This design comes from an exercise in tuning for small area on the open sky130 flow, not from production work. At most, simulation tests tie the RTL to the original design; equivalence was not proved. Only the layout flow was run in runs 1, 2, 4, 7 and 8; the RTL was not checked for function there. No run shown here takes its clock network from TritonCTS; it comes from the design's own scripts or RTL. The clock input has no modelled driver; a real chip could not lean on it and would need a root buffer or a full tree. Power is estimated from default activity; no workload was simulated.

## flow/flow/run.sh

```bash
#!/bin/bash
# The standard ORFS layout with:
#  - the standard synthesis, then its combinational logic re-mapped for area
#    (flow/resynth.sh; flip-flops untouched);
#  - every cell first at its smallest drive (flow/downsize.tcl, after synthesis);
#  - buf_1 port buffers;
#  - a small clock tree of our own (flow/myclk.tcl, run after CTS): a grid of
#    CLK_NX x CLK_NY clock buffers, each driving the flip-flops nearest to it.
set -euo pipefail
here=$(pwd)
export BUFFER_PORTS_ARGS="-buffer_cell sky130_fd_sc_hd__buf_1"
export CTS_ARGS="-sink_clustering_enable -repair_clock_nets -dont_use_dummy_load"
export POST_CTS_TCL=$here/flow/myclk.tcl
export POST_SYNTH_TCL=$here/flow/downsize.tcl
export CLK_NX=${CLK_NX:-2} CLK_NY=${CLK_NY:-2}
export CLK_BUF=${CLK_BUF:-sky130_fd_sc_hd__clkbuf_8}
export CLK_ROOT=${CLK_ROOT:-sky130_fd_sc_hd__clkbuf_4}
results=$here/orfs/results/$FLOW_PLATFORM/UAPBCORE/base
bash standard.sh synth > flow_synth.log 2>&1
bash flow/resynth.sh $results/1_2_yosys.v > resynth.log 2>&1
bash standard.sh > flow_standard.log 2>&1
```

## flow/flow/downsize.tcl

```tcl
# Give every cell the smallest-area variant of its own function (same cell
# name up to the drive-strength suffix); later repair steps size up again
# where timing, slew or capacitance need it.
proc downsize_all {} {
  set db [ord::get_db]
  set block [ord::get_db_block]
  array set best {}
  foreach lib [$db getLibs] {
    foreach m [$lib getMasters] {
      if {![regexp {^(sky130_fd_sc_hd__.+)_(\d+)$} [$m getName] -> base drv]} continue
      set a [expr {[$m getWidth] * [$m getHeight]}]
      if {![info exists best($base)]} {
        set best($base) [list $a $drv $m]
        continue
      }
      lassign $best($base) ba bd
      if {$a < $ba || ($a == $ba && $drv < $bd)} {
        set best($base) [list $a $drv $m]
      }
    }
  }
  set n 0
  foreach inst [$block getInsts] {
    set m [$inst getMaster]
    if {![regexp {^(sky130_fd_sc_hd__.+)_(\d+)$} [$m getName] -> base drv]} continue
    if {![info exists best($base)]} continue
    set b [lindex $best($base) 2]
    if {$b ne $m} {
      $inst swapMaster $b
      incr n
    }
  }
  puts "downsize_all: $n cells changed"
}
downsize_all
```

## flow/flow/myclk.tcl

```tcl
# Replace the clock tree with CLK_NBUF buffers of type CLK_BUF, each driving
# a group of flip-flops split by x position; the clock port drives the buffers.
proc my_clock_tree {} {
  set bufm $::env(CLK_BUF)
  set block [ord::get_db_block]
  set db [ord::get_db]
  set clk [$block findNet PCLK]
  # collect every flip-flop clock pin reached from PCLK through buffers
  set sinks {}
  set bufs {}
  set todo [list $clk]
  while {[llength $todo]} {
    set n [lindex $todo 0]; set todo [lrange $todo 1 end]
    foreach it [$n getITerms] {
      if {![$it isInputSignal] && [$it getIoType] ne "INPUT"} continue
      set inst [$it getInst]
      set m [$inst getMaster]
      if {[$m isSequential]} { lappend sinks $it; continue }
      lappend bufs $inst
      foreach o [$inst getITerms] {
        if {[$o getIoType] eq "OUTPUT" && [$o getNet] ne "NULL"} { lappend todo [$o getNet] }
      }
    }
  }
  foreach inst $bufs {
    set nets {}
    foreach o [$inst getITerms] { if {[$o getIoType] eq "OUTPUT" && [$o getNet] ne "NULL"} {lappend nets [$o getNet]} }
    odb::dbInst_destroy $inst
    foreach n $nets { if {$n ne $clk} { odb::dbNet_destroy $n } }
  }
  # cut the sinks into a CLK_NX x CLK_NY grid of groups of equal size:
  # columns by x, then each column into rows by y
  set nx $::env(CLK_NX)
  set ny $::env(CLK_NY)
  set l {}
  foreach it $sinks {
    set b [[$it getInst] getBBox]
    lappend l [list [$b xMin] [$b yMin] $it]
  }
  set l [lsort -integer -index 0 $l]
  set n [llength $l]
  set groups {}
  for {set c 0} {$c < $nx} {incr c} {
    set col [lrange $l [expr {$c * $n / $nx}] [expr {($c + 1) * $n / $nx - 1}]]
    set col [lsort -integer -index 1 $col]
    set m [llength $col]
    for {set r 0} {$r < $ny} {incr r} {
      lappend groups [lrange $col [expr {$r * $m / $ny}] [expr {($r + 1) * $m / $ny - 1}]]
    }
  }
  set master [$db findMaster $bufm]
  set src $clk
  if {[llength $groups] > 4} {
    set rm [$db findMaster $::env(CLK_ROOT)]
    set root [odb::dbInst_create $block $rm "clkbuf_my_root"]
    set src [odb::dbNet_create $block "clknet_root"]
    $src setSigType CLOCK
    [$root findITerm A] connect $clk
    [$root findITerm X] connect $src
    set rx 0; set ry 0
    foreach e $l { incr rx [lindex $e 0]; incr ry [lindex $e 1] }
    $root setLocation [expr {$rx / $n}] [expr {$ry / $n}]
    $root setPlacementStatus PLACED
  }
  set g 0
  foreach grp $groups {
    set net [odb::dbNet_create $block "clknet_$g"]
    $net setSigType CLOCK
    set inst [odb::dbInst_create $block $master "clkbuf_my_$g"]
    set sx 0; set sy 0
    foreach e $grp {
      set it [lindex $e 2]
      $it disconnect
      $it connect $net
      incr sx [lindex $e 0]; incr sy [lindex $e 1]
    }
    set k [llength $grp]
    $inst setLocation [expr {$sx / $k}] [expr {$sy / $k}]
    $inst setPlacementStatus PLACED
    [$inst findITerm A] connect $src
    [$inst findITerm X] connect $net
    incr g
  }
  set nbuf [llength $groups]
  puts "my_clock_tree: $n sinks, removed [llength $bufs] buffers, $nbuf x $bufm"
}
my_clock_tree
detailed_placement
check_placement -verbose
```

## flow/flow/resynth.sh

```bash
#!/bin/bash
# Re-map the combinational logic of the standard synthesis netlist for area.
# The flip-flops are kept as they are (same instances, names and cells): the
# liberty models of every sequential cell are black boxes, the combinational
# cells are flattened into gates and mapped again by ABC with a few area
# scripts. The smallest result that reads back cleanly and is proven
# equivalent to the standard netlist (register for register) replaces it;
# if none is, the standard netlist stays.
set -euo pipefail
net=$1
lib=$FLOW_HOME/platforms/sky130hd/lib/sky130_fd_sc_hd__tt_025C_1v80.lib
here=$(pwd)
rs=$here/resynth
mkdir -p "$rs"
yosys=${YOSYS_EXE:-$(command -v yosys || echo $FLOW_HOME/../tools/install/yosys/bin/yosys)}
dontuse=""
for c in $(grep -A40 "DONT_USE_CELLS" $FLOW_HOME/platforms/sky130hd/config.mk | grep -o "sky130_fd_sc_hd__[a-z0-9_]*"); do
  dontuse="$dontuse -dont_use $c"
done
cp "$net" "$rs/std.v"

scripts=(
  "strash; dch -f; amap -m"
  "strash; dch -f; amap"
  "strash; dch -f; amap -m; strash; dch -f; amap -m"
  "strash; dc2; dch -f; amap -m"
  "strash; ifraig; scorr; dc2; dch -f; amap"
  "strash; balance; rewrite; refactor; balance; rewrite; rewrite -z; balance; refactor -z; rewrite -z; balance; dch -f; amap"
  "strash; dch -f; map -a"
)
i=0
for s in "${scripts[@]}"; do
  echo "$s" | tr ';' '\n' > "$rs/s$i.abc"
  cat > "$rs/s$i.ys" <<YS
read_liberty -ignore_miss_func $lib
blackbox sky130_fd_sc_hd__df* sky130_fd_sc_hd__edf* sky130_fd_sc_hd__sdf* sky130_fd_sc_hd__dl* sky130_fd_sc_hd__sedf*
read_verilog $rs/std.v
hierarchy -check -top $FLOW_TOP
flatten
rename -hide w:*.*
opt_clean -purge
abc -liberty $lib $dontuse -script $rs/s$i.abc
opt_clean -purge
hilomap -singleton -hicell sky130_fd_sc_hd__conb_1 HI -locell sky130_fd_sc_hd__conb_1 LO
splitnets
opt_clean -purge
insbuf -buf sky130_fd_sc_hd__buf_4 A X
select $FLOW_TOP
tee -o $rs/s$i.area stat -liberty $lib
write_verilog -selected -noattr -nohex -nodec $rs/n$i.v
YS
  ( "$yosys" -s "$rs/s$i.ys" > "$rs/s$i.log" 2>&1 || rm -f "$rs/n$i.v" ) &
  i=$((i + 1))
done
wait
cands=""
for j in $(seq 0 $((i - 1))); do
  [[ -f $rs/n$j.v ]] || continue
  a=$(grep "Chip area" "$rs/s$j.area" | awk '{print $NF}')
  echo "script $j: area $a"
  cands="$cands$a $j"$'\n'
done
chosen=""
for j in $(echo -n "$cands" | sort -n | awk '{print $2}'); do
  c=$rs/n$j.v
  "$yosys" -p "read_liberty -lib $lib; read_verilog $c; hierarchy -check -top $FLOW_TOP; check -assert" \
    > "$rs/check$j.log" 2>&1 || continue
  "$yosys" -p "read_liberty -ignore_miss_func $lib; read_verilog $rs/std.v; rename $FLOW_TOP gold; read_verilog $c; rename $FLOW_TOP gate; flatten; rename -hide w:_*; async2sync; equiv_make gold gate equiv; hierarchy -top equiv; equiv_simple; equiv_induct; equiv_status -assert" \
    > "$rs/equiv$j.log" 2>&1 || continue
  chosen=$j
  break
done
if [[ -n $chosen ]]; then
  echo "using script $chosen"
  cp "$rs/n$chosen.v" "$net"
else
  echo "no re-mapped netlist passed; keeping the standard netlist"
fi
```

## flow/standard.sh

```bash
#!/bin/bash
# synth_recipe.tcl (not shown) runs the flow's synth.tcl, then flattens the netlist and writes it again
# the make line also repeats each setting of config.mk as NAME=value (left out here)
make -C /OpenROAD-flow-scripts/flow DESIGN_CONFIG=/design/flow/config.mk WORK_HOME=/design/flow/orfs CLKGATE_MAP_FILE= SYNTH_SCRIPT=/design/flow/synth_recipe.tcl "${@:-finish}"
```

## flow/config.mk

```make
export PLATFORM = sky130hd
export DESIGN_NAME = UAPBCORE
export DESIGN_NICKNAME = UAPBCORE
export VERILOG_FILES = /design/flow/design.v
export SDC_FILE = /design/flow/constraint.sdc
export NUM_CORES = 4
export LEC_CHECK = 0
export CAP_MARGIN = 0
export CORE_MARGIN = 2
export CORE_UTILIZATION = 70
export GPL_TIMING_DRIVEN = 0
export SLEW_MARGIN = 0
```

## flow/constraint.sdc

```tcl
create_clock -name core_clock -period 10.0 [get_ports {PCLK}]
set_input_delay 2.0000 -clock core_clock [delete_from_list [all_inputs] [get_ports {PCLK}]]
set_output_delay 2.0000 -clock core_clock [all_outputs]
set_load 0.01 [all_outputs]
```

## flow/design.v

```verilog
`timescale 1ns/1ps
module UAPBCORE(
input PCLK,
input PRESETN,
input PSEL,
input PENABLE,
input [1:0] PADDR,
input PWRITE,
input [7:0] PWDATA,
output [7:0] PRDATA,
output PREADY,
input RX,
output TX,
output TXRDY,
output RXRDY,
output [7:0] DATAOUT,
output s_tick
);
wire wr = PSEL & PENABLE & PWRITE;
wire rd = PSEL & PENABLE & ~PWRITE;
reg [7:0] baud, q;
assign s_tick = (q == baud);
always @(posedge PCLK, negedge PRESETN)
  if (!PRESETN) begin
    baud <= 8'd3;
    q <= 8'd0;
  end else begin
    if (wr && PADDR == 2'd0)
      baud <= PWDATA;
    q <= s_tick ? 8'd0 : q + 8'd1;
  end
reg [7:0] thr;           
reg       tempty;        
reg [7:0] tsr;           
reg [3:0] ts;
reg [2:0] tpr;         
reg       tp2;
wire [3:0] tp = {tpr[2], tp2, tpr[1:0]};
reg       txr;
wire t_idle = ~tp[3] & tp[0] & ~tp[1];
wire t_load = t_idle & ~tempty;
wire t_en   = s_tick & ~t_idle;
always @(posedge PCLK)
  if (tempty)
    thr <= PWDATA;
always @(posedge PCLK)
  if (t_idle)
    tsr <= thr;
always @(posedge PCLK)
  if (t_load)
    tp2 <= 1'b1;
  else if (t_en && ts == 4'd15)
    tp2 <= tp[2] ^ (tp[1] & tp[0]);
always @(posedge PCLK)
  if (t_load)
    ts <= 4'd0;
  else if (s_tick)
    ts <= ts + 4'd1;
always @(posedge PCLK, negedge PRESETN)
  if (!PRESETN) begin
    tempty <= 1'b1;
    tpr <= 3'b001;
    txr <= 1'b1;
  end else begin
    if (t_load)
      tempty <= 1'b1;
    else if (wr && PADDR == 2'd2)
      tempty <= 1'b0;
    if (t_load)
      tpr <= 3'b011;
    else if (t_en && ts == 4'd15)
      tpr <= {tp[3] ^ (&tp[2:0]), tp[1] ^ tp[0], ~tp[0]};
    txr <= tp[3] ? tsr[tp[2:0]] : ~tp[1];
  end
assign TX = txr;
assign TXRDY = tempty;
reg       rxs;
reg [3:0] rs;
reg [2:0] rpr;         
reg       rp2;
wire [3:0] rp = {rpr[2], rp2, rpr[1:0]};
reg [7:0] rsr;
reg [7:0] rbuf;
reg       rfull;
wire r_idle  = ~rp[3] & rp[0] & ~rp[1];
wire r_start = r_idle & ~rxs;
wire r_en    = s_tick & ~r_idle;
wire r_last  = r_en && rs == 4'd15;
wire r_done  = r_last & ~rp[3] & ~rp[0];
always @(posedge PCLK)
  if (r_start)
    rs <= 4'd8;
  else if (s_tick)
    rs <= rs + 4'd1;
always @(posedge PCLK)
  if (r_start)
    rp2 <= 1'b1;
  else if (r_last)
    rp2 <= rp[2] ^ (rp[1] & rp[0]);
always @(posedge PCLK)
  if (r_last & rp[3])
    rsr <= {rxs, rsr[7:1]};
always @(posedge PCLK, negedge PRESETN)
  if (!PRESETN) begin
    rxs <= 1'b1;
    rpr <= 3'b001;
    rbuf <= 8'd0;
    rfull <= 1'b0;
  end else begin
    rxs <= RX;
    if (r_start)
      rpr <= 3'b011;
    else if (r_last)
      rpr <= {rp[3] ^ (&rp[2:0]), rp[1] ^ rp[0], ~rp[0]};
    if (r_done) begin
      rbuf <= rsr;
      rfull <= 1'b1;
    end else if (rd && PADDR == 2'd3)
      rfull <= 1'b0;
  end
assign RXRDY = rfull;
assign DATAOUT = rbuf;
assign PREADY = 1'b1;
assign PRDATA = PADDR[1] ? (PADDR[0] ? rbuf : 8'd0)
                         : (PADDR[0] ? {6'd0, RXRDY, TXRDY} : baud);
endmodule
```

==> results of run 1 <==
per-layer routing:
| layer | wire, um | vias to the layer above | track usage, % |
|---|---|---|---|
| li1 | - | 938 | - |
| met1 | 2100 | 918 | 32.6 |
| met2 | 2550 | 50 | 45.0 |
| met3 | 178 | 10 | 3.94 |
| met4 | 104 | 0 | 10.4 |
| met5 | 0 | - | 0 |
state kept, by name (all words and copies together), names as in the netlist:
| name | count |
|---|---|
| ts | 4 |
| rbuf | 8 |
| rs | 4 |
| rxs | 1 |
| rfull | 1 |
| thr | 8 |
| txr | 1 |
| tempty | 1 |
| rsr | 8 |
| rpr | 3 |
| rp2 | 1 |
| baud | 8 |
| tpr | 3 |
| tsr | 8 |
| tp2 | 1 |
| q | 8 |
worst paths after layout:
kind                          start         to
max                        PADDR[0]  PRDATA[5]
min                          thr[7]     tsr[7]
max reg2reg                 baud[2]        tp2
min reg2reg                  thr[7]     tsr[7]
max in group asynchronous   PRESETN     rpr[1]
min in group asynchronous   PRESETN    baud[2]
metrics by stage:
step           instance area, um2  hold WS, ns
2_1_floorplan                2640        0.400
3_3_place_gp                 2830        0.401
3_5_place_dp                 2840        0.405
5_1_grt                      2900        0.433
6_report                     2900        0.425
area by class of cell:
type,instances,area [um2]
flip-flops and latches,68,1780
fillers,241,736
multi-input cells,138,723
repair buffers,36,140
inverters,37,139
well taps,48,60.1
plain buffers,4,55.1
critical path, delay by kind of cell:
kind / cells / cell delay [ns]
and+or+nand+nor: 1 / 0.24
AOI/OAI and AO/OA: 1 / 0.14
buffers and inverters: 3 / 0.47
cell usage in the layout, fill, tap and decap left out, types with 2 or more instances in the layout:
cell       n
dfrtp_1   27
o22ai_1   12
edfxtp_1  24
nor2_1    38
buf_1     34
clkbuf_8   4
o221ai_1   4
o21ai_0   10
nand2_1   13
a221o_1    2
dfstp_1    7
clkinv_1  37
nor3_1    12
a21oi_1   21
or4_1      2
a22oi_1    3
nand3_1    2
a211oi_1   3
dfxtp_1   10
and3_1     3
or3_1      2
nor2b_1    2
power groups by stage:
stage	combinational [uW]	clock (uW)	sequential, uW
2_1_floorplan	40.5	0	334
3_3_place_gp	56.8	0	338
5_1_grt	67.9	113	337
6_report	59.5	101	334
3_5_place_dp	60.0	0	339
==> flow_metrics.py, run 1 <==
metrics = {
    "outcome": {
        "outcome": "no timing/DRC/antenna violations",
    },
    "worst_setup_path": {
        "critical_path_arrival_ns": 2.84,
        "cp-start-kind": "input pin",
        "r2r_slack_ns": 6.56,
        "crit_type": "in2out",
        "end_kind": "output port",
        "worstPathRequired_ns": 8.00,
        "ff2ff_path_depth": 13,
        "cp_slowest_stage_delay_ns": 0.24,
        "path_cells": "buf_1, clkinv_1, nand2_1, o22ai_1, buf_1",
        "crit_path_frequent_cell": "buf_1",
        "path_max_fanout": 7,
        "cp_slowest_cell": "nand2_1",
    },
    "power": {
        "power_density_nw_per_um2": 170,
        "switching_share_pct": 24.1,
        "vdd_ir_drop_max_v": 0.000127,
        "p_seq_share_pct": 67.6,
        "pwr-share-comb_pct": 12.1,
        "power_uw": 494,
        "clkPwrFrac_pct": 20.4,
        "p_int_uw": 375,
        "leakagePower_uw": 0.00106,
        "netSwitchingPower_uw": 119,
    },
    "cts": {
        "clock-sinks": 68,
        "clkLatencyLatePin_ns": 0.16,
        "path_clk_slew_ns": 0.09,
    },
    "synth": {
        "yosys_warnings": 1,
        "synthesis.area_um2": 2640,
        "synth_cells": 243,
        "synth.net_count": 259,
        "syn_area_per_cell_um2": 10.8,
    },
    "floorplan": {
        "placementRows": 22,
        "core-area_um2": 3630,
        "design.die.area_um2": 4270,
        "die_w_um": 65.4,
        "die_y_um": 65.4,
        "ios": 37,
        "start_util_pct": 72.6,
    },
    "sta": {
        "rsz0062_at_grt": "no",
        "setup_tns_ns": 0,
        "maxSlewHeadroom_pct": 17.5,
        "tightestPinTransition_ns": 1.23,
        "period_share_pct": 48.4,
        "timing.final.ws_setup_ns": 5.16,
        "setup_viol": 0,
        "timing.fmax_ghz": 0.206,
        "fin_crit_ns": 4.84,
        "skew_ns": 0.00444,
        "final_max_slew_viol_count": 0,
        "hold_viol": 0,
    },
    "drt": {
        "wl_um": 4930,
        "drtPass1Iterations": 4,
        "drtAntennaViolNets": 0,
        "vias_per_cell": 5.79,
        "wl_per_cell_um": 14.9,
        "drc": 0,
        "num_vias": 1916,
        "drt_iter0_drc": 179,
    },
    "final_layout": {
        "finalNonFillerCells": 331,
        "areaGrowthSynthToFinish_pct": 9.92,
        "num_antenna_cells": 0,
        "fin_util_pct": 79.8,
        "drive_above_1_share_pct": 2.47,
        "nNetsFinal": 301,
    },
    "place": {
        "gp_congestion": 0.856,
        "placed_cells": 327,
        "dp_slack_ns": 5.17,
        "dp_hpwl_um": 3680,
        "portBuffers": 35,
    },
    "flow_run": {
        "maxCapViolCount": 0,
    },
    "global_routing": {
        "grt_pass1_vias": 1847,
        "grt_max_degree": 35,
        "antenna_found_initial": 0,
        "grt_usage_pct": 25.8,
        "overflow": 0,
        "grt_pass1_wl_um": 8240,
    },
    "worst_hold_path": {
        "whs_path_depth": 0,
        "hp-class": "reg2reg",
    },
}
==> run 2, diff against run 1 <==
--- a/flow/design.v
+++ b/flow/design.v
@@ -45,5 +45,5 @@
     thr <= PWDATA;
 always @(posedge PCLK)
-  if (t_idle)
+  if (t_load)
     tsr <= thr;
 always @(posedge PCLK)
--- a/flow/flow/resynth.sh
+++ b/flow/flow/resynth.sh
@@ -23,6 +23,20 @@
   "strash; dch -f; amap -m"
   "strash; dch -f; amap"
+  "strash; dc2; dch -f; amap -m"
+  "strash; dc2; dch -f; amap"
+  "strash; dc2; dc2; dch -f; amap -m"
+  "strash; resub; dch -f; amap -m"
+  "strash; rewrite; dch -f; amap -m"
+  "strash; refactor; dch -f; amap -m"
+  "strash; balance; dch -f; amap -m"
+  "strash; dch; amap -m"
+  "strash; dch -r; amap -m"
+  "strash; ifraig; dch -f; amap -m"
   "strash; dch -f; amap -m; strash; dch -f; amap -m"
-  "strash; dc2; dch -f; amap -m"
+  "strash; drw; drf; dch -f; amap -m"
+  "strash; dc2; dch; amap"
+  "strash; rewrite -z; refactor -z; dch -f; amap -m"
+  "strash; dc2; resub -K 8; dch -f; amap -m"
+  "strash; &get -n; &dc2; &put; dch -f; amap -m"
   "strash; ifraig; scorr; dc2; dch -f; amap"
   "strash; balance; rewrite; refactor; balance; rewrite; rewrite -z; balance; refactor -z; rewrite -z; balance; dch -f; amap"
==> run 2 against run 1 <==
Effect of this change:
- clock power about the same
- synthesized cell count decreased by 7.8%
- power increased by 5.9%
- synthesized area decreased by 0.85%
- register-to-register slack got worse by 0.17 ns
- die area decreased by 0.81%
- clock skew increased by 0.0040 ns
- sequential cell count unchanged
- largest power group unchanged
==> flow_metrics.py, run 2 <==
metrics = {
    "place": {
        "dp_slack_ns": 4.88,
        "gp_congestion": 0.900,
        "placed_cells": 307,
        "portBuffers": 35,
        "dp_hpwl_um": 3870,
    },
    "drt": {
        "drtAntennaViolNets": 0,
        "wl_um": 5090,
        "num_vias": 1868,
        "vias_per_cell": 6.01,
        "drtPass1Iterations": 4,
        "drc": 0,
        "wl_per_cell_um": 16.4,
        "drt_iter0_drc": 179,
    },
    "worst_setup_path": {
        "ff2ff_path_depth": 8,
        "reg2reg_from": "baud[0]",
        "cp_slowest_cell": "nor2_1",
        "end_kind": "output port",
        "path_max_fanout": 8,
        "worstPathRequired_ns": 8.00,
        "r2r_slack_ns": 6.39,
        "crit_buf_inv": 3,
        "path_cells": "buf_1, clkinv_1, nor2_1, nand2_1, o21ai_0, buf_1",
        "crit_path_frequent_cell": "buf_1",
        "critical_path_arrival_ns": 3.17,
        "crit_type": "in2out",
        "cp_slowest_stage_delay_ns": 0.41,
        "cp-start-kind": "input pin",
        "r2r-end": "rbuf[4]",
        "cpLargestDelayFamily": "simple AND/OR/NAND/NOR gates",
        "path_depth": 6,
    },
    "sta": {
        "fin_crit_ns": 5.17,
        "hold_viol": 0,
        "setup_viol": 0,
        "rsz0062_at_grt": "no",
        "skew_ns": 0.00840,
        "maxSlewHeadroom_pct": 39.3,
        "hold-worst-slack_ns": 0.430,
        "period_share_pct": 51.7,
        "timing.fmax_ghz": 0.194,
        "final_max_slew_viol_count": 0,
        "timing.final.ws_setup_ns": 4.83,
        "tightestPinTransition_ns": 0.904,
        "setup_tns_ns": 0,
    },
    "worst_hold_path": {
        "hold_end": "tsr[6]",
        "whs_path_depth": 0,
        "hp-class": "reg2reg",
        "hold_path.startpoint": "thr[6]",
    },
    "power": {
        "leakagePower_uw": 0.00106,
        "p_seq_share_pct": 66.3,
        "netSwitchingPower_uw": 134,
        "p_int_uw": 389,
        "vdd_ir_drop_max_v": 0.000148,
        "power_density_nw_per_um2": 183,
        "clkPwrFrac_pct": 19.1,
        "pwr-share-comb_pct": 14.6,
        "switching_share_pct": 25.6,
    },
    "final_layout": {
        "drive_above_1_share_pct": 1.90,
        "areaGrowthSynthToFinish_pct": 9.48,
        "num_antenna_cells": 0,
        "layout_commonest_cell": "buf_1",
        "finalNonFillerCells": 311,
        "layout_common_cells": "34 x buf_1, 28 x clkinv_1, 28 x nor2_1",
        "nNetsFinal": 281,
    },
    "floorplan": {
        "die_y_um": 65.1,
        "die_w_um": 65.1,
        "placementRows": 22,
        "ios": 37,
        "start_util_pct": 71.9,
        "core-area_um2": 3630,
        "design.die.area_um2": 4240,
    },
    "synth": {
        "synth_cells": 224,
        "syn_area_per_cell_um2": 11.7,
        "yosys_warnings": 1,
        "synthesis.area_um2": 2610,
        "synth.net_count": 240,
    },
    "global_routing": {
        "grt_pass1_vias": 1843,
        "overflow": 0,
        "antenna_found_initial": 0,
        "grt_pass1_wl_um": 8300,
        "grt_usage_pct": 26.3,
        "grt_max_degree": 35,
    },
    "cts": {
        "clkLatencyLatePin_ns": 0.16,
        "clock-sinks": 68,
        "path_clk_slew_ns": 0.10,
    },
    "outcome": {
        "outcome": "no timing/DRC/antenna violations",
    },
    "flow_run": {
        "maxCapViolCount": 0,
    },
}
[run 2: through the flow]
| step | utilization, % | cell area (um2) | total power [uW] |
|---|---|---|---|
| 2_1_floorplan | - | 2610 | 399 |
| 3_3_place_gp | 77.2 | 2810 | 420 |
| 3_5_place_dp | 77.2 | 2810 | 427 |
| 5_1_grt | 78.8 | 2860 | 544 |
| 6_report | 78.8 | 2860 | 523 |
[run 2: worst max-delay path by stage]
| stage | endpoint | start | slack (ns) |
|---|---|---|---|
| after detailed placement | PRDATA[2] | PADDR[1] | 4.88 |
| after global placement | PRDATA[7] | PADDR[1] | 4.91 |
| final | PRDATA[2] | PADDR[1] | 4.83 |
| after floorplan | PRDATA[0] | PADDR[1] | 5.32 |
| after global routing | PRDATA[5] | PADDR[1] | 4.70 |
[run 2: layout make-up]
type	count	area, um2
well taps	48	60.1
flip-flops and latches	68	1780
fillers	238	772
repair buffers	35	133
plain buffers	4	55.1
inverters	28	105
multi-input cells	128	728
[run 2: worst reg2reg max path, delay by kind of cell (launching register included)]
kind,cells,cell delay (ns)
compound gates,3,1.03
flops,1,0.55
simple gates,2,0.99
buf+inv,3,0.93
[run 2: per-layer routing]
| metal | wire length, um | track usage [%] | up-vias | part of all wire [%] |
|---|---|---|---|---|
| met5 | 0 | 0 | - | 0 |
| met4 | 83 | 8.07 | 0 | 1.6 |
| met3 | 248 | 6.34 | 9 | 4.9 |
| met2 | 2780 | 47.4 | 50 | 55 |
| met1 | 1980 | 31.5 | 915 | 39 |
| li1 | - | - | 894 | - |
[run 2: power groups by stage]
stage,clock (uW),sequential (uW),combinational [uW]
after floorplan,0,344,54.7
final,99.9,347,76.5
after detailed placement,0,351,75.9
after global placement,0,349,71.4
after global routing,108,350,85.7
==> run 3, diff against run 2 <==
--- a/flow/design.v
+++ b/flow/design.v
@@ -31,5 +31,5 @@
   end
 reg [7:0] thr;           
-reg       tempty;        
+reg       tfull;
 reg [7:0] tsr;           
 reg [3:0] ts;
@@ -39,11 +39,11 @@
 reg       txr;
 wire t_idle = ~tp[3] & tp[0] & ~tp[1];
-wire t_load = t_idle & ~tempty;
+wire t_load = t_idle & tfull;
 wire t_en   = s_tick & ~t_idle;
 always @(posedge PCLK)
-  if (tempty)
+  if (!tfull)
     thr <= PWDATA;
 always @(posedge PCLK)
-  if (t_load)
+  if (t_idle)
     tsr <= thr;
 always @(posedge PCLK)
@@ -59,12 +59,12 @@
 always @(posedge PCLK, negedge PRESETN)
   if (!PRESETN) begin
-    tempty <= 1'b1;
+    tfull <= 1'b0;
     tpr <= 3'b001;
     txr <= 1'b1;
   end else begin
     if (t_load)
-      tempty <= 1'b1;
+      tfull <= 1'b0;
     else if (wr && PADDR == 2'd2)
-      tempty <= 1'b0;
+      tfull <= 1'b1;
     if (t_load)
       tpr <= 3'b011;
@@ -74,5 +74,5 @@
   end
 assign TX = txr;
-assign TXRDY = tempty;
+assign TXRDY = ~tfull;
 reg       rxs;
 reg [3:0] rs;
==> run 3 against run 2 <==
Effect of this change:
- still clean
- worst hold slack lost 0.0029 ns
- power decreased by 5.9%
- sequential cell count unchanged
- synthesized area hardly changed
- clock power decreased by 1%
- cell count up 4.2%
- synthesized cell count rose by 5.8%
- register-to-register slack about the same
- core utilization about the same
- sequential share of layout area down 0.071 points
- critical path depth did not move
- die area about the same
- largest cell class unchanged
- highest routed layer unchanged
==> flow_metrics.py, run 3 <==
metrics = {
    "outcome": {
        "outcome": "no timing/DRC/antenna violations",
    },
    "worst_setup_path": {
        "crit_type": "in2out",
        "ff2ff_path_depth": 10,
        "end_kind": "output port",
        "startpoint": "PADDR[1]",
        "r2r-end": "rbuf[2]",
        "cp-start-kind": "input pin",
        "reg2reg_from": "baud[1]",
        "r2r_slack_ns": 6.40,
        "critical_path_arrival_ns": 3.03,
        "worstPathRequired_ns": 8.00,
        "path_max_fanout": 6,
    },
    "sta": {
        "final_max_slew_viol_count": 0,
        "setup_tns_ns": 0,
        "setup_viol": 0,
        "timing.fmax_ghz": 0.199,
        "maxSlewHeadroom_pct": 38.6,
        "rsz0062_at_grt": "no",
        "skew_ns": 0.00460,
        "period_share_pct": 50.3,
        "fin_crit_ns": 5.03,
        "timing.final.ws_setup_ns": 4.97,
        "hold-worst-slack_ns": 0.427,
        "tightestPinTransition_ns": 0.914,
        "hold_viol": 0,
    },
    "power": {
        "power_density_nw_per_um2": 172,
        "switching_share_pct": 23.9,
        "clkPwrFrac_pct": 20.1,
        "vdd_ir_drop_max_v": 0.000124,
        "p_int_uw": 375,
        "pwr-share-comb_pct": 12.8,
        "leakagePower_uw": 0.00106,
        "p_seq_share_pct": 67.2,
        "netSwitchingPower_uw": 117,
    },
    "synth": {
        "yosys_warnings": 1,
        "syn_area_per_cell_um2": 11.0,
        "synthesis.area_um2": 2620,
        "synth.net_count": 253,
        "synth_cells": 237,
    },
    "final_layout": {
        "num_antenna_cells": 0,
        "layout_commonest_cell": "nor2_1",
        "areaGrowthSynthToFinish_pct": 9.47,
        "drive_above_1_share_pct": 1.81,
        "layout_common_cells": "35 x nor2_1, 34 x buf_1, 30 x clkinv_1",
        "nNetsFinal": 294,
    },
    "place": {
        "dp_slack_ns": 4.98,
        "gp_congestion": 0.862,
        "dp_hpwl_um": 3810,
        "portBuffers": 35,
    },
    "drt": {
        "vias_per_cell": 5.77,
        "drtPass1Iterations": 4,
        "drc": 0,
        "drtAntennaViolNets": 0,
        "num_vias": 1868,
        "wl_um": 5000,
        "drt_iter0_drc": 99,
        "wl_per_cell_um": 15.4,
    },
    "floorplan": {
        "placementRows": 22,
        "design.die.area_um2": 4240,
        "core-area_um2": 3630,
        "start_util_pct": 72.0,
        "die_y_um": 65.1,
        "ios": 37,
        "die_w_um": 65.1,
    },
    "worst_hold_path": {
        "hp-class": "reg2reg",
        "hold_path.startpoint": "thr[5]",
        "whs_path_depth": 0,
        "hold_end": "tsr[5]",
    },
    "global_routing": {
        "grt_usage_pct": 26.0,
        "overflow": 0,
        "grt_pass1_vias": 1785,
        "grt_pass1_wl_um": 8210,
        "antenna_found_initial": 0,
        "grt_max_degree": 35,
    },
    "cts": {
        "clkLatencyLatePin_ns": 0.16,
        "path_clk_slew_ns": 0.09,
        "clock-sinks": 68,
    },
    "flow_run": {
        "maxCapViolCount": 0,
    },
}
[run 3: critical path, stage by stage]
cell,delay [ns]
buf_1,0.15
clkinv_1,0.17
nor2_1,0.32
nand2_1,0.09
o21ai_0,0.11
buf_1,0.18
[run 3: worst max path at each step]
stage                 to  slack [ns]  cells after the start
3_5_place_dp   PRDATA[5]        4.98                      6
2_1_floorplan  PRDATA[2]        5.43                      4
3_3_place_gp   PRDATA[4]        5.00                      6
6_report       PRDATA[5]        4.97                      6
5_1_grt        PRDATA[6]        4.79                      6
[run 3: per-stage QoR]
stage	util, %	cells	power (uW)	cell area [um2]
finish	78.8	324	492	2860
global route	78.8	324	515	2860
detailed placement	77.3	320	399	2810
global placement	77.2	320	395	2810
floorplan	-	237	375	2620
[run 3: final cells by class]
| type | instances | area (um2) |
|---|---|---|
| Buffer | 4 | 55.1 |
| Fill cell | 250 | 771 |
| Inverter | 30 | 113 |
| Multi-Input combinational cell | 139 | 723 |
| Sequential cell | 68 | 1780 |
| Tap cell | 48 | 60.1 |
| Timing Repair Buffer | 35 | 133 |
[run 3: power groups by stage]
stage | sequential, uW | combinational (uW) | clock, uW
2_1_floorplan | 331 | 43.8 | 0
3_3_place_gp | 335 | 60.3 | 0
3_5_place_dp | 336 | 63.2 | 0
5_1_grt | 334 | 71.6 | 109
6_report | 331 | 63.0 | 98.7
[run 3: layer usage]
layer / vias to the layer above / routed length, um / global-route usage [%]
met2: 34 / 2750 / 47.8
met5: - / 0 / 0
li1: 921 / - / -
met1: 908 / 2060 / 32.6
met4: 0 / 27 / 6.77
met3: 5 / 161 / 3.60
==> run 4, diff against run 3 <==
--- a/flow/design.v
+++ b/flow/design.v
@@ -45,5 +45,5 @@
     thr <= PWDATA;
 always @(posedge PCLK)
-  if (t_idle)
+  if (t_load)
     tsr <= thr;
 always @(posedge PCLK)
@@ -99,5 +99,5 @@
     rp2 <= rp[2] ^ (rp[1] & rp[0]);
 always @(posedge PCLK)
-  if (r_last & rp[3])
+  if (s_tick && rs == 4'd15)
     rsr <= {rxs, rsr[7:1]};
 always @(posedge PCLK, negedge PRESETN)
==> run 4 against run 3 <==
Effect of this change:
- synthesized cell count is 0.42% higher
- largest cell class unchanged
- sequential cell count stayed put
- still clean
- via count is 0.37% lower
- critical path depth is 1 lower
- core utilization is 0.31 points higher
==> flow_metrics.py, run 4 <==
metrics = {
    "sta": {
        "final_max_slew_viol_count": 0,
        "setup_viol": 0,
        "setup_tns_ns": 0,
        "fin_crit_ns": 4.85,
        "rsz0062_at_grt": "no",
        "period_share_pct": 48.5,
        "hold_viol": 0,
        "skew_ns": 0.00655,
        "maxSlewHeadroom_pct": 46.9,
        "tightestPinTransition_ns": 0.793,
        "timing.fmax_ghz": 0.206,
    },
    "synth": {
        "syn_area_per_cell_um2": 11.0,
        "synth.net_count": 254,
        "synth_cells": 238,
        "yosys_warnings": 1,
        "synthesis.area_um2": 2610,
    },
    "cts": {
        "clock-sinks": 68,
        "clkLatencyLatePin_ns": 0.16,
        "path_clk_slew_ns": 0.09,
    },
    "global_routing": {
        "grt_usage_pct": 25.5,
        "grt_max_degree": 35,
        "grt_use_met1_pct": 31.5,
        "met3_usage_pct": 3.65,
        "antenna_found_initial": 0,
        "grt_pass1_wl_um": 8090,
        "grt_pass1_vias": 1798,
        "overflow": 0,
        "gr-max-usage-layer": "met2",
        "grt_util_met2_pct": 46.4,
    },
    "worst_hold_path": {
        "hold_path.startpoint": "thr[7]",
        "hp-class": "reg2reg",
        "hold_end": "tsr[7]",
        "whs_path_depth": 0,
    },
    "final_layout": {
        "num_antenna_cells": 0,
        "multi_input_area_um2": 712,
        "fin_util_pct": 79.1,
        "fillers": 232,
        "drive_above_1_share_pct": 2.88,
        "regArea_um2": 1780,
        "layout_common_cells": "34 x clkinv_1, 34 x buf_1, 31 x nor2_1",
        "finalNonFillerCells": 326,
        "nNetsFinal": 296,
        "areaGrowthSynthToFinish_pct": 10.2,
    },
    "place": {
        "dp_hpwl_um": 3690,
        "portBuffers": 35,
        "gp_congestion": 0.931,
        "placed_cells": 322,
    },
    "worst_setup_path": {
        "crit_type": "in2out",
        "worstPathRequired_ns": 8.00,
        "reg2reg_from": "baud[1]",
        "path_max_fanout": 8,
        "ff2ff_path_depth": 10,
        "r2r_slack_ns": 6.23,
        "cp-start-kind": "input pin",
        "r2r-end": "rbuf[0]",
        "end_kind": "output port",
        "critical_path_arrival_ns": 2.85,
    },
    "outcome": {
        "outcome": "no timing/DRC/antenna violations",
    },
    "flow_run": {
        "maxCapViolCount": 0,
    },
    "drt": {
        "drtPass1Iterations": 4,
        "wl_um": 4960,
        "num_vias": 1861,
        "drc": 0,
        "drt_iter0_drc": 126,
        "drtAntennaViolNets": 0,
        "vias_per_cell": 5.71,
        "wl_per_cell_um": 15.2,
    },
    "power": {
        "leakagePower_uw": 0.00106,
        "power_uw": 489,
        "power_density_nw_per_um2": 170,
        "vdd_ir_drop_max_v": 0.000140,
    },
    "floorplan": {
        "ios": 37,
        "core-area_um2": 3630,
        "placementRows": 22,
        "design.die.area_um2": 4230,
        "die_w_um": 65.0,
        "start_util_pct": 71.8,
        "die_y_um": 65.0,
    },
}
-- run 4: stage by stage --
stage                     area, um2  hold slack (ns)  setup WS (ns)
after detailed placement       2810            0.407           5.16
after floorplan                2610            0.400           5.55
after global placement         2800            0.400           5.04
final                          2870            0.431           5.15
after global routing           2870            0.443           5.04
-- run 4: final cells by class --
class	instances	share of cell area [%]
Sequential cell	68	61.9
Inverter	34	4.44
Multi-Input combinational cell	136	24.8
Buffer	4	1.92
Timing Repair Buffer	36	4.88
Tap cell	48	2.09
-- run 4: routing by layer --
layer	wire length, um	share of wire, %
met3	152	3.1
met4	85	1.7
met5	0	0
met2	2620	53
met1	2100	42
-- run 4: report_power, final --
group,switching [uW],leakage [uW],total (uW),internal (uW)
Combinational,38.8,0.000308,61.7,23.0
Sequential,14.7,0.000722,326,311
Clock,64.5,0.0000288,102,37.1
Total,118,0.00106,489,371
-- run 4: worst max-delay path by stage --
stage / startpoint / end / slack (ns) / depth (start not counted)
6_report: PADDR[1] / PRDATA[7] / 5.15 / 5
5_1_grt: PADDR[1] / PRDATA[5] / 5.04 / 5
3_5_place_dp: PADDR[1] / PRDATA[6] / 5.16 / 5
3_3_place_gp: baud[1] / rbuf[0] / 5.04 / 9
2_1_floorplan: PADDR[0] / PRDATA[0] / 5.55 / 3
-- run 4: worst max-delay path, cell delays in order --
cell	delay [ns]
buf_1	0.21
clkinv_1	0.13
nand2_1	0.24
o22ai_1	0.13
buf_1	0.14
==> run 5, diff against run 4 <==
--- a/flow/design.v
+++ b/flow/design.v
@@ -99,5 +99,5 @@
     rp2 <= rp[2] ^ (rp[1] & rp[0]);
 always @(posedge PCLK)
-  if (s_tick && rs == 4'd15)
+  if (r_last & rp[3])
     rsr <= {rxs, rsr[7:1]};
 always @(posedge PCLK, negedge PRESETN)
==> run 5 against run 4 <==
Effect of this change:
- critical path depth increased by 1
- largest cell class unchanged
- sequential power increased by 2%
- first-iteration DRC count shrank 24%
- fmax down 4.0%
- design area fell by 0.74%
- synthesized area about the same
- routed wire length down 3.1%
- clock power decreased by 4%
- setup slack worse by 0.20 ns
- core utilization is essentially flat
- register-to-register slack lost 0.06 ns
- critical endpoint is now PRDATA[4]
- via count shrank 1.5%
==> flow_metrics.py, run 5 <==
metrics = {
    "sta": {
        "tightestPinTransition_ns": 0.951,
        "maxSlewHeadroom_pct": 36.1,
        "setup_tns_ns": 0,
        "skew_ns": 0.00453,
        "setup_viol": 0,
        "final_max_slew_viol_count": 0,
        "timing.fmax_ghz": 0.198,
        "rsz0062_at_grt": "no",
        "fin_crit_ns": 5.05,
        "period_share_pct": 50.5,
        "hold_viol": 0,
    },
    "drt": {
        "drt_iter0_drc": 96,
        "num_vias": 1834,
        "drtAntennaViolNets": 0,
        "drc": 0,
        "wl_per_cell_um": 15.0,
        "drtPass1Iterations": 4,
        "vias_per_cell": 5.71,
        "wl_um": 4800,
    },
    "global_routing": {
        "grt_max_degree": 35,
        "antenna_found_initial": 0,
        "overflow": 0,
        "grt_pass1_wl_um": 7890,
        "grt_pass1_vias": 1742,
        "grt_usage_pct": 25.4,
    },
    "place": {
        "portBuffers": 35,
        "gp_congestion": 0.815,
        "dpl-instance-area_um2": 2800,
        "dp_hpwl_um": 3610,
    },
    "outcome": {
        "outcome": "no timing/DRC/antenna violations",
    },
    "final_layout": {
        "drive_above_1_share_pct": 1.83,
        "num_antenna_cells": 0,
        "fin_util_pct": 79.1,
        "areaGrowthSynthToFinish_pct": 9.51,
        "layout_common_cells": "34 x nor2_1, 34 x buf_1, 28 x clkinv_1, 28 x dfrtp_1, 24 x edfxtp_1",
        "nNetsFinal": 291,
        "fillers": 235,
        "finalInstanceArea_um2": 2850,
    },
    "worst_setup_path": {
        "path_max_fanout": 6,
        "crit_buf_inv": 3,
        "path_cells": "buf_1, clkinv_1, nor2_1, nand2_1, o21ai_0, buf_1",
        "crit_path_frequent_cell": "buf_1",
        "end_kind": "output port",
        "crit_type": "in2out",
        "cp_slowest_stage_delay_ns": 0.33,
        "cpLargestDelayFamily": "buffers and inverters",
        "critical_path_arrival_ns": 3.05,
        "cp_slowest_cell": "nor2_1",
        "cp-start-kind": "input pin",
        "worstPathRequired_ns": 8.00,
    },
    "floorplan": {
        "die_w_um": 65.0,
        "placementRows": 22,
        "start_util_pct": 72.2,
        "core-area_um2": 3610,
        "design.die.area_um2": 4230,
        "die_y_um": 65.0,
        "ios": 37,
    },
    "flow_run": {
        "maxCapViolCount": 0,
    },
    "synth": {
        "yosys_warnings": 1,
        "synth_cells": 234,
        "synth.net_count": 250,
        "synthesis.area_um2": 2600,
        "syn_area_per_cell_um2": 11.1,
    },
    "cts": {
        "clkLatencyLatePin_ns": 0.15,
        "clock-sinks": 68,
        "path_clk_slew_ns": 0.09,
    },
    "power": {
        "leakagePower_uw": 0.00105,
        "power_density_nw_per_um2": 172,
        "vdd_ir_drop_max_v": 0.000127,
    },
    "worst_hold_path": {
        "hp-class": "reg2reg",
    },
}
-- run 5: final timing paths --
kind / startpoint / end / slack (ns) / cells past startpoint
max: PADDR[1] / PRDATA[4] / 4.95 / 6
min: thr[2] / tsr[2] / 0.43 / 0
max reg2reg: baud[1] / rbuf[7] / 6.17 / 12
min reg2reg: thr[2] / tsr[2] / 0.43 / 0
max in group asynchronous: PRESETN / rfull / 7.62 / 1
min in group asynchronous: PRESETN / tfull / 1.90 / 1
-- run 5: final cells by class --
type                       count  area (um2)  share of cell area (%)
timing repair buffer          35         133                    4.65
inverter                      28         105                    3.68
tap                           48        60.1                    2.11
buffer                         4        55.1                    1.93
multi-input combinational    138         721                    25.3
sequential                    68        1780                    62.4
-- run 5: stage by stage --
| stage | hold WS (ns) | std cells | total power [uW] | setup slack [ns] |
|---|---|---|---|---|
| 2_1_floorplan | 0.400 | 234 | 376 | 5.42 |
| 3_3_place_gp | 0.402 | 317 | 395 | 4.99 |
| 3_5_place_dp | 0.407 | 317 | 400 | 4.97 |
| 5_1_grt | 0.446 | 321 | 516 | 4.78 |
| 6_report | 0.428 | 321 | 492 | 4.95 |
-- run 5: metal layers --
metal	wire (um)	track usage (%)	vias up
met5	0	0	-
li1	-	-	921
met1	2040	31.4	878
met2	2550	45.6	30
met3	154	4.51	5
met4	66	7.98	0
-- run 5: power breakdown --
| group | internal, uW | leakage [uW] | total (uW) | switching, uW |
|---|---|---|---|---|
| sequential | 315 | 0.000709 | 331 | 15.6 |
| combinational | 22.7 | 0.000313 | 63.3 | 40.5 |
| clock | 37.0 | 0.0000288 | 97.9 | 60.9 |
==> run 6, diff against run 5 <==
--- a/flow/flow/run.sh
+++ b/flow/flow/run.sh
@@ -13,6 +13,6 @@
 export POST_CTS_TCL=$here/flow/myclk.tcl
 export POST_SYNTH_TCL=$here/flow/downsize.tcl
-export CLK_NX=${CLK_NX:-2} CLK_NY=${CLK_NY:-2}
-export CLK_BUF=${CLK_BUF:-sky130_fd_sc_hd__clkbuf_8}
+export CLK_NX=${CLK_NX:-1} CLK_NY=${CLK_NY:-2}
+export CLK_BUF=${CLK_BUF:-sky130_fd_sc_hd__clkbuf_16}
 export CLK_ROOT=${CLK_ROOT:-sky130_fd_sc_hd__clkbuf_4}
 results=$here/orfs/results/$FLOW_PLATFORM/UAPBCORE/base
==> run 6 against run 5 <==
Effect of this change:
- worst hold slack improved by 0.0054 ns
- die area unchanged
- largest cell class unchanged
- via count decreased by 1.1%
- routed wire length decreased by 1.7%
- global-route usage decreased by 1.2 points
- highest routed layer unchanged
- clock power about the same
- still clean
==> flow_metrics.py, run 6 <==
metrics = {
    "worst_setup_path": {
        "cp-start-kind": "input pin",
        "cp_slowest_stage_delay_ns": 0.33,
        "worstPathRequired_ns": 8.00,
        "reg2reg_from": "baud[1]",
        "crit_path_frequent_cell": "buf_1",
        "ff2ff_path_depth": 12,
        "crit_type": "in2out",
        "r2r_slack_ns": 6.22,
        "path_max_fanout": 6,
        "end_kind": "output port",
        "r2r-end": "rbuf[7]",
        "cp_slowest_cell": "nor2_1",
        "path_cells": "buf_1, clkinv_1, nor2_1, nand2_1, o21ai_0, buf_1",
        "critical_path_arrival_ns": 3.05,
    },
    "sta": {
        "skew_ns": 0.00402,
        "setup_tns_ns": 0,
        "final_max_slew_viol_count": 0,
        "setup_viol": 0,
        "hold_viol": 0,
        "timing.fmax_ghz": 0.198,
        "maxSlewHeadroom_pct": 39.1,
        "fin_crit_ns": 5.05,
        "rsz0062_at_grt": "no",
        "period_share_pct": 50.5,
        "tightestPinTransition_ns": 0.906,
    },
    "floorplan": {
        "start_util_pct": 72.2,
        "design.die.area_um2": 4230,
        "die_y_um": 65.0,
        "placementRows": 22,
        "core-area_um2": 3610,
        "ios": 37,
        "die_w_um": 65.0,
    },
    "power": {
        "power_density_nw_per_um2": 173,
        "vdd_ir_drop_max_v": 0.000105,
        "leakagePower_uw": 0.00105,
    },
    "final_layout": {
        "drive_above_1_share_pct": 1.11,
        "areaGrowthSynthToFinish_pct": 9.32,
        "finalInstanceArea_um2": 2850,
        "fin_util_pct": 79.0,
        "nNetsFinal": 289,
        "num_antenna_cells": 0,
        "layout_common_cells": "34 x nor2_1, 34 x buf_1, 28 x clkinv_1, 28 x dfrtp_1, 24 x edfxtp_1",
    },
    "flow_run": {
        "maxCapViolCount": 0,
    },
    "drt": {
        "num_vias": 1813,
        "drt_iter0_drc": 100,
        "wl_um": 4720,
        "drtPass1Iterations": 4,
        "drc": 0,
        "drtAntennaViolNets": 0,
        "vias_per_cell": 5.68,
        "wl_per_cell_um": 14.8,
    },
    "global_routing": {
        "gr-max-usage-layer": "met2",
        "antenna_found_initial": 0,
        "grt_use_met1_pct": 30.9,
        "overflow": 0,
        "grt_max_degree": 35,
        "grt_util_met2_pct": 44.6,
        "grt_usage_pct": 24.2,
        "grt_pass1_wl_um": 7690,
        "grt_pass1_vias": 1733,
        "met3_usage_pct": 2.43,
    },
    "place": {
        "dp_hpwl_um": 3610,
        "portBuffers": 35,
        "dpl-instance-area_um2": 2800,
        "gp_congestion": 0.815,
    },
    "synth": {
        "synth.net_count": 250,
        "yosys_warnings": 1,
        "syn_area_per_cell_um2": 11.1,
        "synth_cells": 234,
        "synthesis.area_um2": 2600,
    },
    "worst_hold_path": {
        "hold_path.startpoint": "thr[5]",
        "whs_path_depth": 0,
        "hp-class": "reg2reg",
        "hold_end": "tsr[5]",
    },
    "cts": {
        "path_clk_slew_ns": 0.11,
        "clock-sinks": 68,
        "clkLatencyLatePin_ns": 0.17,
    },
    "outcome": {
        "outcome": "no timing/DRC/antenna violations",
    },
}
run 6: final cells by class:
class / instances / area, um2
Inverter: 28 / 105
Tap cell: 48 / 60.1
Sequential cell: 68 / 1780
Fill cell: 239 / 758
Buffer: 2 / 50.0
Timing Repair Buffer: 35 / 133
Multi-Input combinational cell: 138 / 721
run 6: critical path: cells and delay by family:
family / cells / cell delay (ns)
buffers and inverters: 3 / 0.52
AOI/OAI and AO/OA: 1 / 0.10
and+or+nand+nor: 2 / 0.42
run 6: worst max path at each step:
stage,startpoint,endpoint,slack (ns)
2_1_floorplan,PADDR[1],PRDATA[2],5.42
3_3_place_gp,PADDR[1],PRDATA[7],4.99
5_1_grt,PADDR[1],PRDATA[2],4.78
3_5_place_dp,PADDR[1],PRDATA[4],4.97
6_report,PADDR[1],PRDATA[4],4.95
run 6: through the flow:
stage	power (uW)	hold WS (ns)	instances	setup slack, ns
global placement	395	0.402	317	4.99
floorplan	376	0.400	234	5.42
finish	494	0.434	319	4.95
detailed placement	400	0.407	317	4.97
global route	515	0.449	319	4.78
run 6: power by group:
| group | total [uW] | internal (uW) | switching [uW] |
|---|---|---|---|
| Clock | 101 | 37.4 | 63.3 |
| Combinational | 63.1 | 22.7 | 40.4 |
| Sequential | 330 | 315 | 15.1 |
| Total | 494 | 375 | 119 |
run 6: metal layers:
layer | vias up | routed length, um
li1 | 918 | -
met1 | 861 | 2070
met2 | 31 | 2470
met3 | 3 | 145
met4 | 0 | 35
met5 | - | 0
==> run 7, diff against run 6 <==
--- a/flow/design.v
+++ b/flow/design.v
@@ -19,14 +19,14 @@
 wire wr = PSEL & PENABLE & PWRITE;
 wire rd = PSEL & PENABLE & ~PWRITE;
-reg [7:0] baud, q;
-assign s_tick = (q == baud);
+reg [7:0] baud, qn;       
+assign s_tick = (qn == ~baud);
 always @(posedge PCLK, negedge PRESETN)
   if (!PRESETN) begin
     baud <= 8'd3;
-    q <= 8'd0;
+    qn <= 8'hff;
   end else begin
     if (wr && PADDR == 2'd0)
       baud <= PWDATA;
-    q <= s_tick ? 8'd0 : q + 8'd1;
+    qn <= s_tick ? 8'hff : qn - 8'd1;
   end
 reg [7:0] thr;           
==> run 7 against run 6 <==
Effect of this change:
- still clean
- fmax shrank 2.7%
- sequential cell count is the same
- global-route usage grew 1.1 points
- clock skew grew 0.0066 ns
- design area grew 1.2%
- cell count shrank 0.31%
- combinational power grew 0.8%
- core utilization grew 0.37 points
- synthesized cell count shrank 0.85%
- setup slack lost 0.14 ns
- routed wire length grew 3.1%
- critical path type unchanged
- largest cell class unchanged
- highest routed layer unchanged
==> flow_metrics.py, run 7 <==
metrics = {
    "outcome": {
        "outcome": "no timing/DRC/antenna violations",
    },
    "place": {
        "dpl-instance-area_um2": 2830,
        "gp_congestion": 0.844,
        "portBuffers": 35,
        "dp_hpwl_um": 3590,
    },
    "final_layout": {
        "finalInstanceArea_um2": 2880,
        "fillers": 235,
        "areaGrowthSynthToFinish_pct": 9.77,
        "regArea_um2": 1790,
        "num_antenna_cells": 0,
        "drive_above_1_share_pct": 1.85,
        "layout_common_cells": "34 x buf_1, 28 x nor2_1, 27 x clkinv_1",
        "layout_commonest_cell": "buf_1",
        "nNetsFinal": 288,
        "multi_input_area_um2": 742,
    },
    "cts": {
        "path_clk_slew_ns": 0.12,
        "clock-sinks": 68,
        "clkLatencyLatePin_ns": 0.18,
    },
    "floorplan": {
        "design.die.area_um2": 4260,
        "die_y_um": 65.3,
        "ios": 37,
        "start_util_pct": 72.3,
        "core-area_um2": 3630,
        "die_w_um": 65.3,
        "placementRows": 22,
    },
    "worst_setup_path": {
        "worstPathRequired_ns": 8.00,
        "cp_slowest_cell": "nor2_1",
        "cp-start-kind": "input pin",
        "crit_path_frequent_cell": "buf_1",
        "crit_type": "in2out",
        "critical_path_arrival_ns": 3.19,
        "cp_slowest_stage_delay_ns": 0.38,
        "end_kind": "output port",
        "path_cells": "buf_1, clkinv_1, nor2_1, nand2_1, o21ai_0, buf_1",
        "path_max_fanout": 9,
        "ff2ff_path_depth": 10,
    },
    "power": {
        "vdd_ir_drop_max_v": 0.000102,
        "power_density_nw_per_um2": 176,
        "p_int_uw": 384,
        "leakagePower_uw": 0.00107,
        "netSwitchingPower_uw": 123,
        "clkPwrFrac_pct": 19.6,
        "pwr-share-comb_pct": 12.5,
        "p_seq_share_pct": 67.9,
        "switching_share_pct": 24.3,
    },
    "drt": {
        "drtPass1Iterations": 4,
        "drtAntennaViolNets": 0,
        "wl_per_cell_um": 15.3,
        "drc": 0,
        "wl_um": 4870,
        "drt_iter0_drc": 124,
        "num_vias": 1867,
        "vias_per_cell": 5.87,
    },
    "sta": {
        "hold-worst-slack_ns": 0.427,
        "setup_tns_ns": 0,
        "hold_viol": 0,
        "maxSlewHeadroom_pct": 37.0,
        "final_max_slew_viol_count": 0,
        "skew_ns": 0.0106,
        "setup_viol": 0,
        "rsz0062_at_grt": "no",
        "tightestPinTransition_ns": 0.938,
        "fin_crit_ns": 5.19,
        "timing.fmax_ghz": 0.193,
        "period_share_pct": 51.9,
    },
    "global_routing": {
        "grt_usage_pct": 25.3,
        "antenna_found_initial": 0,
        "grt_max_degree": 35,
        "overflow": 0,
        "grt_pass1_vias": 1821,
        "grt_pass1_wl_um": 8290,
    },
    "flow_run": {
        "maxCapViolCount": 0,
    },
    "synth": {
        "syn_area_per_cell_um2": 11.3,
        "synth_cells": 232,
        "synth.net_count": 248,
        "yosys_warnings": 1,
        "synthesis.area_um2": 2630,
    },
    "worst_hold_path": {
        "hp-class": "reg2reg",
        "whs_path_depth": 0,
    },
}
run 7: final timing paths:
| path | startpoint | end | slack (ns) |
|---|---|---|---|
| setup / recovery | PADDR[1] | PRDATA[4] | 4.81 |
| hold / removal | thr[4] | tsr[4] | 0.43 |
| setup reg to reg | qn[6] | rbuf[5] | 5.90 |
| hold reg to reg | thr[4] | tsr[4] | 0.43 |
| max in group asynchronous | PRESETN | rbuf[5] | 7.65 |
| min in group asynchronous | PRESETN | tpr[2] | 1.88 |
run 7: per-layer routing:
| metal | global-route usage [%] | part of all wire (%) | up-vias |
|---|---|---|---|
| li1 | - | - | 909 |
| met1 | 32.6 | 43 | 919 |
| met2 | 45.8 | 52 | 32 |
| met3 | 3.25 | 3.2 | 7 |
| met4 | 6.25 | 1.4 | 0 |
| met5 | 0 | 0 | - |
run 7: area by class of cell:
cell class | count | area share (%)
flip-flops and latches | 68 | 62.1
multi-input cells | 137 | 25.7
repair buffers | 36 | 4.86
inverters | 27 | 3.52
well taps | 48 | 2.08
plain buffers | 2 | 1.74
run 7: power groups by stage:
| stage | combinational [uW] | sequential, uW | clock [uW] |
|---|---|---|---|
| floorplan | 43.7 | 343 | 0 |
| global route | 72.4 | 348 | 113 |
| detailed placement | 63.2 | 349 | 0 |
| global placement | 58.1 | 348 | 0 |
| finish | 63.6 | 344 | 99.2 |
run 7: worst max-delay path, delay by kind of cell:
family / cells / cell delay (ns)
AOI/OAI and AO/OA: 1 / 0.13
and+or+nand+nor: 2 / 0.47
buffers and inverters: 3 / 0.59
run 7: per-stage QoR:
| step | total power [uW] | util, % | setup WS, ns | instances |
|---|---|---|---|---|
| 6_report | 507 | 79.3 | 4.81 | 318 |
| 5_1_grt | 533 | 79.3 | 4.71 | 318 |
| 3_5_place_dp | 413 | 78.0 | 4.89 | 316 |
| 3_3_place_gp | 406 | 77.5 | 4.92 | 315 |
| 2_1_floorplan | 387 | - | 5.35 | 232 |
==> run 8, diff against run 7 <==
--- a/flow/design.v
+++ b/flow/design.v
@@ -19,14 +19,14 @@
 wire wr = PSEL & PENABLE & PWRITE;
 wire rd = PSEL & PENABLE & ~PWRITE;
-reg [7:0] baud, qn;       
-assign s_tick = (qn == ~baud);
+reg [7:0] baud, q;
+assign s_tick = (q == baud);
 always @(posedge PCLK, negedge PRESETN)
   if (!PRESETN) begin
     baud <= 8'd3;
-    qn <= 8'hff;
+    q <= 8'd0;
   end else begin
     if (wr && PADDR == 2'd0)
       baud <= PWDATA;
-    qn <= s_tick ? 8'hff : qn - 8'd1;
+    q <= s_tick ? 8'd0 : q + 8'd1;
   end
 reg [7:0] thr;           
@@ -38,5 +38,5 @@
 wire [3:0] tp = {tpr[2], tp2, tpr[1:0]};
 reg       txr;
-wire t_idle = ~tp[3] & tp[0] & ~tp[1];
+wire t_idle = tp[3] & tp[0] & ~tp[1];
 wire t_load = t_idle & tfull;
 wire t_en   = s_tick & ~t_idle;
@@ -60,5 +60,5 @@
   if (!PRESETN) begin
     tfull <= 1'b0;
-    tpr <= 3'b001;
+    tpr <= 3'b101;
     txr <= 1'b1;
   end else begin
@@ -68,8 +68,8 @@
       tfull <= 1'b1;
     if (t_load)
-      tpr <= 3'b011;
+      tpr <= 3'b111;
     else if (t_en && ts == 4'd15)
       tpr <= {tp[3] ^ (&tp[2:0]), tp[1] ^ tp[0], ~tp[0]};
-    txr <= tp[3] ? tsr[tp[2:0]] : ~tp[1];
+    txr <= ~tp[3] ? tsr[tp[2:0]] : ~tp[1];
   end
 assign TX = txr;
@@ -83,9 +83,9 @@
 reg [7:0] rbuf;
 reg       rfull;
-wire r_idle  = ~rp[3] & rp[0] & ~rp[1];
+wire r_idle  = rp[3] & rp[0] & ~rp[1];
 wire r_start = r_idle & ~rxs;
 wire r_en    = s_tick & ~r_idle;
 wire r_last  = r_en && rs == 4'd15;
-wire r_done  = r_last & ~rp[3] & ~rp[0];
+wire r_done  = r_last & rp[3] & ~rp[0];
 always @(posedge PCLK)
   if (r_start)
@@ -99,10 +99,10 @@
     rp2 <= rp[2] ^ (rp[1] & rp[0]);
 always @(posedge PCLK)
-  if (r_last & rp[3])
+  if (r_last & ~rp[3])
     rsr <= {rxs, rsr[7:1]};
 always @(posedge PCLK, negedge PRESETN)
   if (!PRESETN) begin
     rxs <= 1'b1;
-    rpr <= 3'b001;
+    rpr <= 3'b101;
     rbuf <= 8'd0;
     rfull <= 1'b0;
@@ -110,5 +110,5 @@
     rxs <= RX;
     if (r_start)
-      rpr <= 3'b011;
+      rpr <= 3'b111;
     else if (r_last)
       rpr <= {rp[3] ^ (&rp[2:0]), rp[1] ^ rp[0], ~rp[0]};
--- a/flow/flow/run.sh
+++ b/flow/flow/run.sh
@@ -13,6 +13,6 @@
 export POST_CTS_TCL=$here/flow/myclk.tcl
 export POST_SYNTH_TCL=$here/flow/downsize.tcl
-export CLK_NX=${CLK_NX:-1} CLK_NY=${CLK_NY:-2}
-export CLK_BUF=${CLK_BUF:-sky130_fd_sc_hd__clkbuf_16}
+export CLK_NX=${CLK_NX:-2} CLK_NY=${CLK_NY:-2}
+export CLK_BUF=${CLK_BUF:-sky130_fd_sc_hd__clkbuf_8}
 export CLK_ROOT=${CLK_ROOT:-sky130_fd_sc_hd__clkbuf_4}
 results=$here/orfs/results/$FLOW_PLATFORM/UAPBCORE/base
==> run 8 against run 7 <==
Effect of this change:
- clock skew down 0.0033 ns
- combinational power down 2%
- sequential share of layout area about the same
- worst hold slack worse by 0.0011 ns
- still clean on timing, DRC and antenna
- cell count up 0.94%
- design area down 0.39%
- sequential power down 2%
- global-route usage down 0.12 points
==> flow_metrics.py, run 8 <==
metrics = {
    "floorplan": {
        "ios": 37,
        "die_w_um": 65.2,
        "start_util_pct": 72.2,
        "placementRows": 22,
        "die_y_um": 65.2,
        "core-area_um2": 3630,
        "design.die.area_um2": 4250,
    },
    "sta": {
        "tightestPinTransition_ns": 1.02,
        "final_max_slew_viol_count": 0,
        "period_share_pct": 51.3,
        "setup_viol": 0,
        "skew_ns": 0.00725,
        "fin_crit_ns": 5.13,
        "timing.fmax_ghz": 0.195,
        "setup_tns_ns": 0,
        "hold_viol": 0,
        "maxSlewHeadroom_pct": 31.5,
        "rsz0062_at_grt": "no",
    },
    "worst_setup_path": {
        "cp-start-kind": "input pin",
        "path_max_fanout": 9,
        "cp_slowest_stage_delay_ns": 0.46,
        "critical_path_arrival_ns": 3.13,
        "reg2reg_from": "baud[1]",
        "path_cells": "buf_1, clkinv_1, nor2_1, a222oi_1, clkinv_1, buf_1",
        "end_kind": "output port",
        "worstPathRequired_ns": 8.00,
        "r2r-end": "rbuf[0]",
        "ff2ff_path_depth": 9,
        "crit_type": "in2out",
        "r2r_slack_ns": 6.43,
        "cp_slowest_cell": "nor2_1",
    },
    "global_routing": {
        "overflow": 0,
        "grt_usage_pct": 25.2,
        "grt_max_degree": 35,
        "grt_pass1_vias": 1682,
        "antenna_found_initial": 0,
        "grt_pass1_wl_um": 7960,
    },
    "place": {
        "portBuffers": 35,
        "dp_hpwl_um": 3450,
        "gp_congestion": 0.848,
    },
    "drt": {
        "wl_per_cell_um": 14.6,
        "num_vias": 1820,
        "drtPass1Iterations": 4,
        "vias_per_cell": 5.67,
        "drtAntennaViolNets": 0,
        "wl_um": 4700,
        "drt_iter0_drc": 126,
        "drc": 0,
    },
    "synth": {
        "synth_cells": 234,
        "synth.net_count": 250,
        "synthesis.area_um2": 2620,
        "syn_area_per_cell_um2": 11.2,
        "yosys_warnings": 1,
    },
    "final_layout": {
        "areaGrowthSynthToFinish_pct": 9.44,
        "layout_common_cells": "38 x nor2_1, 37 x clkinv_1, 34 x buf_1",
        "num_antenna_cells": 0,
        "nNetsFinal": 291,
        "fin_util_pct": 79.0,
        "layout_commonest_cell": "nor2_1",
        "drive_above_1_share_pct": 1.83,
    },
    "worst_hold_path": {
        "hold_end": "tsr[5]",
        "whs_path_depth": 0,
        "hold_path.startpoint": "thr[5]",
        "hp-class": "reg2reg",
    },
    "power": {
        "power_density_nw_per_um2": 173,
        "vdd_ir_drop_max_v": 0.000128,
        "leakagePower_uw": 0.00107,
    },
    "cts": {
        "clkLatencyLatePin_ns": 0.16,
        "clock-sinks": 68,
        "path_clk_slew_ns": 0.09,
    },
    "outcome": {
        "outcome": "no timing/DRC/antenna violations",
    },
    "flow_run": {
        "maxCapViolCount": 0,
    },
}
run 8: how the worst max path moves through the flow:
stage / startpoint / to / slack (ns) / depth (start not counted)
6_report: PADDR[1] / PRDATA[0] / 4.87 / 6
5_1_grt: PADDR[1] / PRDATA[0] / 4.79 / 6
3_5_place_dp: PADDR[1] / PRDATA[0] / 4.87 / 6
3_3_place_gp: PADDR[1] / PRDATA[0] / 4.91 / 6
2_1_floorplan: PADDR[0] / PRDATA[0] / 5.34 / 4
run 8: worst max-delay path: cells and delay by family:
| family | cells | cell delay [ns] |
|---|---|---|
| compound gates | 1 | 0.22 |
| buf+inv | 4 | 0.45 |
| simple gates | 1 | 0.46 |
run 8: stage by stage:
step | hold slack, ns | cells | total power, uW | setup WS [ns] | area, um2
2_1_floorplan | 0.400 | 234 | 381 | 5.34 | 2620
3_3_place_gp | 0.401 | 317 | 400 | 4.91 | 2820
3_5_place_dp | 0.405 | 317 | 404 | 4.87 | 2820
5_1_grt | 0.433 | 321 | 523 | 4.79 | 2870
6_report | 0.425 | 321 | 497 | 4.87 | 2870
run 8: cell type report:
cell class | count | area, um2
Tap cell | 48 | 60.1
Timing Repair Buffer | 35 | 133
Inverter | 37 | 139
Multi-Input combinational cell | 129 | 703
Buffer | 4 | 55.1
Fill cell | 236 | 762
Sequential cell | 68 | 1780
run 8: power by group:
group          switching, uW  internal [uW]
sequential              19.4            316
combinational           37.0           25.3
clock                   62.1           37.1
run 8: layer usage:
layer / vias up / share of wire, % / GRT usage, %
met5: - / 0 / 0
met4: 0 / 1.9 / 7.29
met3: 8 / 4.7 / 5.65
met2: 48 / 50 / 40.1
met1: 855 / 44 / 35.5
li1: 909 / - / -

static timing again, ports no longer ideal:
In the flow no input, the clock included, has a driving cell. The finished layouts below were timed again as built, in two steps.
Step 1 sets driving cells, clkbuf_16 on the clock port and buf_2 on the other inputs (assumed; they add their load-dependent delay and slew).
Step 2 times the ports against the registers' clock, not the clock port: input delays grow and output delays shrink by t, the midpoint of the rising clock arrivals with the driver on.
Slacks: no drivers / after step 1 / after step 2; pairs: no drivers / after step 1.
run | shift t [ns] | setup slack, ns | clock arrival spread, ns | slew at the worst register clock pin (ns) | worst data-port slew with drivers (ns)
run 1 | 0.207 | 5.157 / 5.135 / 5.135 | 0.004 / 0.004 | 0.10 / 0.10 | 0.03
run 2 | 0.207 | 4.833 / 4.812 / 4.812 | 0.008 / 0.009 | 0.10 / 0.10 | 0.03
run 3 | 0.201 | 4.970 / 4.943 / 4.943 | 0.004 / 0.004 | 0.10 / 0.10 | 0.04
run 4 | 0.210 | 5.152 / 5.130 / 5.130 | 0.007 / 0.007 | 0.10 / 0.10 | 0.05
run 5 | 0.206 | 4.949 / 4.927 / 4.927 | 0.004 / 0.005 | 0.10 / 0.10 | 0.04
run 6 | 0.214 | 4.948 / 4.926 / 4.926 | 0.006 / 0.006 | 0.11 / 0.11 | 0.04
run 7 | 0.213 | 4.808 / 4.783 / 4.783 | 0.010 / 0.011 | 0.12 / 0.12 | 0.03
run 8 | 0.208 | 4.870 / 4.849 / 4.849 | 0.008 / 0.008 | 0.10 / 0.10 | 0.03
After both steps setup and hold are still met in every run listed. The setup slack of run 3, which loses most, moves by -0.027 ns with the drivers and by -0.027 ns with both steps.
